This design comes from an exercise in tuning for small area on the open sky130 flow, not from production work. The RTL was checked by simulation tests, not by an equivalence proof against the original design.

==> run a <==
==> flow/design.v (excerpt) <==
module	bombMatrixBitMap	(
					input	logic	clk,
					input	logic	resetN,
					input logic	[10:0] offsetX, 
					input logic	[10:0] offsetY,
					input	logic	InsideRectangle,  
					input logic enter_hit,  
					input	 logic signed 	[10:0]	topLeftX,  
					input	 logic signed	[10:0]	topLeftY,   
					input logic OneSecPulse,
					input logic addBombCollected,
					output logic [3:0] explosionIndexX,
					output logic [3:0] explosionIndexY,
					output logic explodeBomb,
					output	logic	drawingRequest,  
					output	logic	[7:0] RGBout   
 ) ;
	logic [7:0] pos0, pos1, pos2, pos3;  
	logic v0, v1, v2, v3;                
	logic a1, a2;                        
	logic [3:0] bomb_counter;
	logic limit4;                        
	logic [3:0] k_q;                     
	logic odd_q;                         
	logic [7:0] player_sq, pixel_sq;
	assign player_sq = {topLeftY[8:5], topLeftX[8:5]};
	assign pixel_sq  = {offsetY[8:5], offsetX[8:5]};
	logic occupied, below_limit, place;
	assign occupied = (v0 && pos0 == player_sq) || (v1 && pos1 == player_sq) ||
	                  (v2 && pos2 == player_sq);
==> module bombMatrixBitMap, before the edit <==
module	bombMatrixBitMap	(
					input	logic	clk,
					input	logic	resetN,
					input logic	[10:0] offsetX, 
					input logic	[10:0] offsetY,
					input	logic	InsideRectangle,  
					input logic enter_hit,  
					input	 logic signed 	[10:0]	topLeftX,  
					input	 logic signed	[10:0]	topLeftY,   
					input logic OneSecPulse,
					input logic addBombCollected,
					output logic [3:0] explosionIndexX,
					output logic [3:0] explosionIndexY,
					output logic explodeBomb,
					output	logic	drawingRequest,  
					output	logic	[7:0] RGBout   
 ) ;
	logic [7:0] pos0, pos1, pos2, pos3;  
	logic v0, v1, v2, v3;                
	logic a1, a2;                        
	logic [3:0] bomb_counter;
	logic limit4;                        
	logic [3:0] k_q;                     
	logic odd_q;                         
	logic [7:0] player_sq, pixel_sq;
	assign player_sq = {topLeftY[8:5], topLeftX[8:5]};
	assign pixel_sq  = {offsetY[8:5], offsetX[8:5]};
	logic occupied, below_limit, place;
	assign occupied = (v0 && pos0 == player_sq) || (v1 && pos1 == player_sq) ||
	                  (v2 && pos2 == player_sq);
	assign below_limit = bomb_counter < (limit4 ? 4'd4 : 4'd3);
	assign place = enter_hit && below_limit && !v3 && !occupied;
	logic c0, c1, any_t1, pick0;
	assign c0 = v0;
	assign c1 = v1 && !a1;
	assign any_t1 = c0 || c1;
	assign pick0 = c0 && (!c1 || pos0 > pos1);
	logic [7:0] pos3_n;
	assign pos3_n = v3 ? pos3 : player_sq;
	logic h0, h1, h2, h3, hit, even;
	assign h0 = v0 && pos0 == pixel_sq;
	assign h1 = v1 && pos1 == pixel_sq;
	assign h2 = v2 && pos2 == pixel_sq;
	assign h3 = v3 && pos3 == pixel_sq;
	assign hit = h0 || h1 || h2 || h3;
	assign even = (h1 && a1) || (h2 && !a2);
	logic [3:0] k;
	bomb_shape shape (.y(offsetY[4:0]), .x(offsetX[4:0]), .k(k));
always_ff@(posedge clk or negedge resetN)
begin
	if(!resetN) begin
		k_q <= 4'd0;
		odd_q <= 1'b0;
		bomb_counter <= 0;
		v0 <= 0; v1 <= 0; v2 <= 0; v3 <= 0;
		explodeBomb <= 0;
		explosionIndexX <= 0;
		explosionIndexY <= 0;
		limit4 <= 0;
	end
	else begin
		if (addBombCollected) limit4 <= 1'b1;
		if (OneSecPulse) begin
			v0 <= v1 && a1;
			v1 <= v2;
			v2 <= v3 || place;
			v3 <= 1'b0;
			explodeBomb <= any_t1;
			if (any_t1) begin
				{explosionIndexY, explosionIndexX} <= pick0 ? pos0 : pos1;
				bomb_counter <= bomb_counter - 4'd1;
			end
			else if (place) bomb_counter <= bomb_counter + 4'd1;
		end
		else begin
			v3 <= v3 || place;
			if (place) bomb_counter <= bomb_counter + 4'd1;
		end
		k_q <= (InsideRectangle && hit) ? k : 4'd0;
		odd_q <= !even;
	end
end
always_ff@(posedge clk)
begin
	pos3 <= pos3_n;
	if (OneSecPulse) begin
		pos0 <= pos1;
		pos1 <= pos2;
		pos2 <= pos3_n;
		a1 <= a2;
		a2 <= !v3;
	end
end
	always_comb
		case ({odd_q, k_q})
			5'd0: RGBout = 8'hff;
			5'd16: RGBout = 8'hff;
			5'd1: RGBout = 8'h00;
			5'd17: RGBout = 8'h00;
			5'd2: RGBout = 8'h8d;
			5'd18: RGBout = 8'had;
			5'd3: RGBout = 8'h64;
			5'd19: RGBout = 8'h85;
			5'd4: RGBout = 8'he0;
			5'd20: RGBout = 8'he4;
			5'd5: RGBout = 8'hf4;
			5'd21: RGBout = 8'hf8;
			5'd6: RGBout = 8'h20;
			5'd22: RGBout = 8'h64;
			5'd7: RGBout = 8'h24;
			5'd23: RGBout = 8'h64;
			5'd8: RGBout = 8'hf9;
			5'd24: RGBout = 8'hfd;
			5'd9: RGBout = 8'h65;
			5'd25: RGBout = 8'h8d;
			5'd10: RGBout = 8'h00;
			5'd26: RGBout = 8'h20;
			5'd11: RGBout = 8'hfc;
			5'd27: RGBout = 8'hfc;
			5'd12: RGBout = 8'hf8;
			5'd28: RGBout = 8'hfc;
			5'd13: RGBout = 8'he4;
			5'd29: RGBout = 8'he4;
			5'd14: RGBout = 8'h20;
			5'd30: RGBout = 8'h20;
			5'd15: RGBout = 8'h64;
			5'd31: RGBout = 8'h84;
			default: RGBout = 8'hff;
		endcase
assign drawingRequest = (k_q != 4'd0);
endmodule
Settings: LEC_CHECK=0, ABC_AREA=1, CAP_MARGIN=20, CORE_MARGIN=2, CORE_UTILIZATION=60, CTS_BUF_LIST=sky130_fd_sc_hd__clkbuf_8, SLEW_MARGIN=20; clock period 10.0 ns.
standard.sh (not shown) runs the stock make flow with config.mk's settings and CLKGATE_MAP_FILE= SYNTH_SCRIPT=/design/flow/synth_recipe.tcl, a recipe that flattens the netlist after the stock synthesis.
==> flow/flow/run.sh <==
#!/bin/bash
# The standard layout (standard.sh), with two changes:
# - ports are buffered with buf_1 instead of the default port buffer cell;
# - clock tree synthesis without dummy load cells.
set -e
export BUFFER_PORTS_ARGS="-buffer_cell sky130_fd_sc_hd__buf_1"
export CTS_ARGS="-sink_clustering_enable -repair_clock_nets -dont_use_dummy_load -buf_list sky130_fd_sc_hd__clkbuf_8"
bash standard.sh > standard.log 2>&1
==> run b: changes against run a <==
--- a/flow/design.v
+++ b/flow/design.v
@@ -30,4 +30,11 @@
 	                  (v2 && pos2 == player_sq);
-	assign below_limit = bomb_counter < (limit4 ? 4'd4 : 4'd3);
+	assign below_limit = !bomb_counter[3] && !bomb_counter[2] &&
+	                     (limit4 || !(bomb_counter[1] && bomb_counter[0]));
 	assign place = enter_hit && below_limit && !v3 && !occupied;
+	logic pos0_gt_pos1;
+	always_comb begin
+		pos0_gt_pos1 = 1'b0;
+		for (int i = 0; i < 8; i++)
+			pos0_gt_pos1 = (pos0[i] ^ pos1[i]) ? pos0[i] : pos0_gt_pos1;
+	end
 	logic c0, c1, any_t1, pick0;
@@ -36,3 +43,6 @@
 	assign any_t1 = c0 || c1;
-	assign pick0 = c0 && (!c1 || pos0 > pos1);
+	assign pick0 = c0 && (!c1 || pos0_gt_pos1);
+	logic [3:0] counter_inc, counter_dec;
+	assign counter_inc = bomb_counter ^ {&bomb_counter[2:0], &bomb_counter[1:0], bomb_counter[0], 1'b1};
+	assign counter_dec = bomb_counter ^ {~|bomb_counter[2:0], ~|bomb_counter[1:0], ~bomb_counter[0], 1'b1};
 	logic [7:0] pos3_n;
@@ -52,3 +62,2 @@
 		k_q <= 4'd0;
-		odd_q <= 1'b0;
 		bomb_counter <= 0;
@@ -70,5 +79,5 @@
 				{explosionIndexY, explosionIndexX} <= pick0 ? pos0 : pos1;
-				bomb_counter <= bomb_counter - 4'd1;
+				bomb_counter <= counter_dec;
 			end
-			else if (place) bomb_counter <= bomb_counter + 4'd1;
+			else if (place) bomb_counter <= counter_inc;
 		end
@@ -76,6 +85,5 @@
 			v3 <= v3 || place;
-			if (place) bomb_counter <= bomb_counter + 4'd1;
+			if (place) bomb_counter <= counter_inc;
 		end
 		k_q <= (InsideRectangle && hit) ? k : 4'd0;
-		odd_q <= !even;
 	end
@@ -85,2 +93,3 @@
 	pos3 <= pos3_n;
+	odd_q <= !even;   
 	if (OneSecPulse) begin
@@ -93,39 +102,3 @@
 end
-	always_comb
-		case ({odd_q, k_q})
-			5'd0: RGBout = 8'hff;
-			5'd16: RGBout = 8'hff;
-			5'd1: RGBout = 8'h00;
-			5'd17: RGBout = 8'h00;
-			5'd2: RGBout = 8'h8d;
-			5'd18: RGBout = 8'had;
-			5'd3: RGBout = 8'h64;
-			5'd19: RGBout = 8'h85;
-			5'd4: RGBout = 8'he0;
-			5'd20: RGBout = 8'he4;
-			5'd5: RGBout = 8'hf4;
-			5'd21: RGBout = 8'hf8;
-			5'd6: RGBout = 8'h20;
-			5'd22: RGBout = 8'h64;
-			5'd7: RGBout = 8'h24;
-			5'd23: RGBout = 8'h64;
-			5'd8: RGBout = 8'hf9;
-			5'd24: RGBout = 8'hfd;
-			5'd9: RGBout = 8'h65;
-			5'd25: RGBout = 8'h8d;
-			5'd10: RGBout = 8'h00;
-			5'd26: RGBout = 8'h20;
-			5'd11: RGBout = 8'hfc;
-			5'd27: RGBout = 8'hfc;
-			5'd12: RGBout = 8'hf8;
-			5'd28: RGBout = 8'hfc;
-			5'd13: RGBout = 8'he4;
-			5'd29: RGBout = 8'he4;
-			5'd14: RGBout = 8'h20;
-			5'd30: RGBout = 8'h20;
-			5'd15: RGBout = 8'h64;
-			5'd31: RGBout = 8'h84;
-			default: RGBout = 8'hff;
-		endcase
-assign drawingRequest = (k_q != 4'd0);
+	bomb_colour colour (.odd(odd_q), .k(k_q), .c(RGBout), .dr(drawingRequest));
 endmodule
@@ -605 +578,70 @@
 endmodule
+module bomb_colour (input logic odd, input logic [3:0] k, output logic [7:0] c, output logic dr);
+	logic _00_;
+	logic _01_;
+	logic _02_;
+	logic _03_;
+	logic _04_;
+	logic _05_;
+	logic _06_;
+	logic _07_;
+	logic _08_;
+	logic _09_;
+	logic _10_;
+	logic _11_;
+	logic _12_;
+	logic _13_;
+	logic _14_;
+	logic _15_;
+	logic _16_;
+	logic _17_;
+	logic _18_;
+	logic _19_;
+	logic _20_;
+	logic _21_;
+	logic _22_;
+	logic _23_;
+	logic _24_;
+	logic _25_;
+	logic _26_;
+	logic _27_;
+	logic _28_;
+	assign _00_ = ~k[1];
+	assign _01_ = k[2] | ~(k[0]);
+	assign _02_ = ~(_01_ & _00_);
+	assign _03_ = ~(k[3] & k[0]);
+	assign _04_ = ~((_03_ | odd) & (_01_ | _00_));
+	assign _05_ = k[3] | ~(odd);
+	assign _06_ = k[2] & ~(_05_);
+	assign _07_ = ~((_05_ & _04_) | _06_);
+	assign c[6] = ~(_07_ & _02_);
+	assign _08_ = k[0] | ~(odd);
+	assign _09_ = k[2] & ~(odd);
+	assign _10_ = _09_ | ~(_08_);
+	assign c[5] = _10_ | c[6];
+	assign _11_ = ~k[3];
+	assign _12_ = ~((_11_ & k[2]) | k[1]);
+	assign _13_ = k[3] & ~(k[2]);
+	assign _14_ = ~((_13_ | _00_) & k[0]);
+	assign _15_ = _12_ ? k[0] : _14_;
+	assign c[4] = ~_15_;
+	assign _16_ = ~(odd | k[3]);
+	assign _17_ = _09_ | k[3];
+	assign _18_ = _14_ & ~(_17_);
+	assign _19_ = ~((_18_ & _07_) | (_13_ & _00_));
+	assign c[3] = ~((_19_ | _04_) & (_16_ | _15_));
+	assign _20_ = _00_ & ~(_08_);
+	assign _21_ = _17_ ? k[0] : _14_;
+	assign c[2] = _21_ | _20_;
+	assign _22_ = k[0] | ~(_12_);
+	assign c[1] = _11_ & ~(_22_);
+	assign _23_ = ~(_18_ & _07_);
+	assign _24_ = ~(_13_ & _00_);
+	assign c[0] = ~(_24_ & _23_);
+	assign _25_ = ~odd;
+	assign _26_ = _01_ | _00_;
+	assign _27_ = ~((_26_ & _25_) | _03_);
+	assign _28_ = _02_ & ~(_27_);
+	assign c[7] = ~(_28_ & _23_);
+	assign dr = _22_ | k[3];
+endmodule
==> results_dict.tcl <==
set metrics [dict create \
    status "complete, no violations" \
    finalPower_uw 697.0 \
    clock_area_share_pct 2.670 \
    netlist_top_cells_count "nand2_1 (152), inv_1 (88), nand3_1 (44), nor2_1 (41), o21ai_0 (36)" \
    powerSeq_uw 326 \
    leakage_uw 0.002151 \
    synth_xor_area_share_pct 4.918 \
    regArea_um2 1511 \
    switching_share_pct 36.67 \
    synth-adder-area-share_pct 4.684 \
    rows 30 \
    ir_drop_uv 136.4 \
    comb_power_uw 215 \
    syn_nets 664 \
]
That was run b.
==> results_dict.tcl <==
set metrics [dict create \
    comb_power_uw 254 \
    syn_nets 698 \
    status "complete, no violations" \
    regArea_um2 1516 \
    clock_area_share_pct 2.535 \
    finalPower_uw 778.3 \
    synth_xor_area_share_pct 3.682 \
    numCtsBuffers 9 \
    synth-adder-area-share_pct 8.029 \
    rows 31 \
    ir_drop_uv 147.7 \
]
That was run a.

what the ideal ports hide:
The results above use ideal ports. As a check the final layouts listed here were re-extracted and re-timed, cells and wires unchanged.
Step 1: set_driving_cell puts a clkbuf_16 on clk and a buf_2 on each other input, an assumption about the parent block.
Step 2 times the ports against the registers' clock, not the clock port: input delays grow and output delays shrink by t, the midpoint of the rising clock arrivals with the driver on.
Three values: ideal, step 1, step 2; two values: the first two.
run | t (ns) | setup slack, ns | worst data-port slew with drivers (ns) | pins driven straight from the clock port
run a | 0.356 | 5.534 / 5.537 / 5.181 | 0.04 | 1
run b | 0.353 | 5.617 / 5.622 / 5.269 | 0.04 | 1
After both steps every run listed still meets setup and hold. The setup slack of run a, which loses most, moves by +0.003 ns with the drivers and by -0.353 ns with both steps.
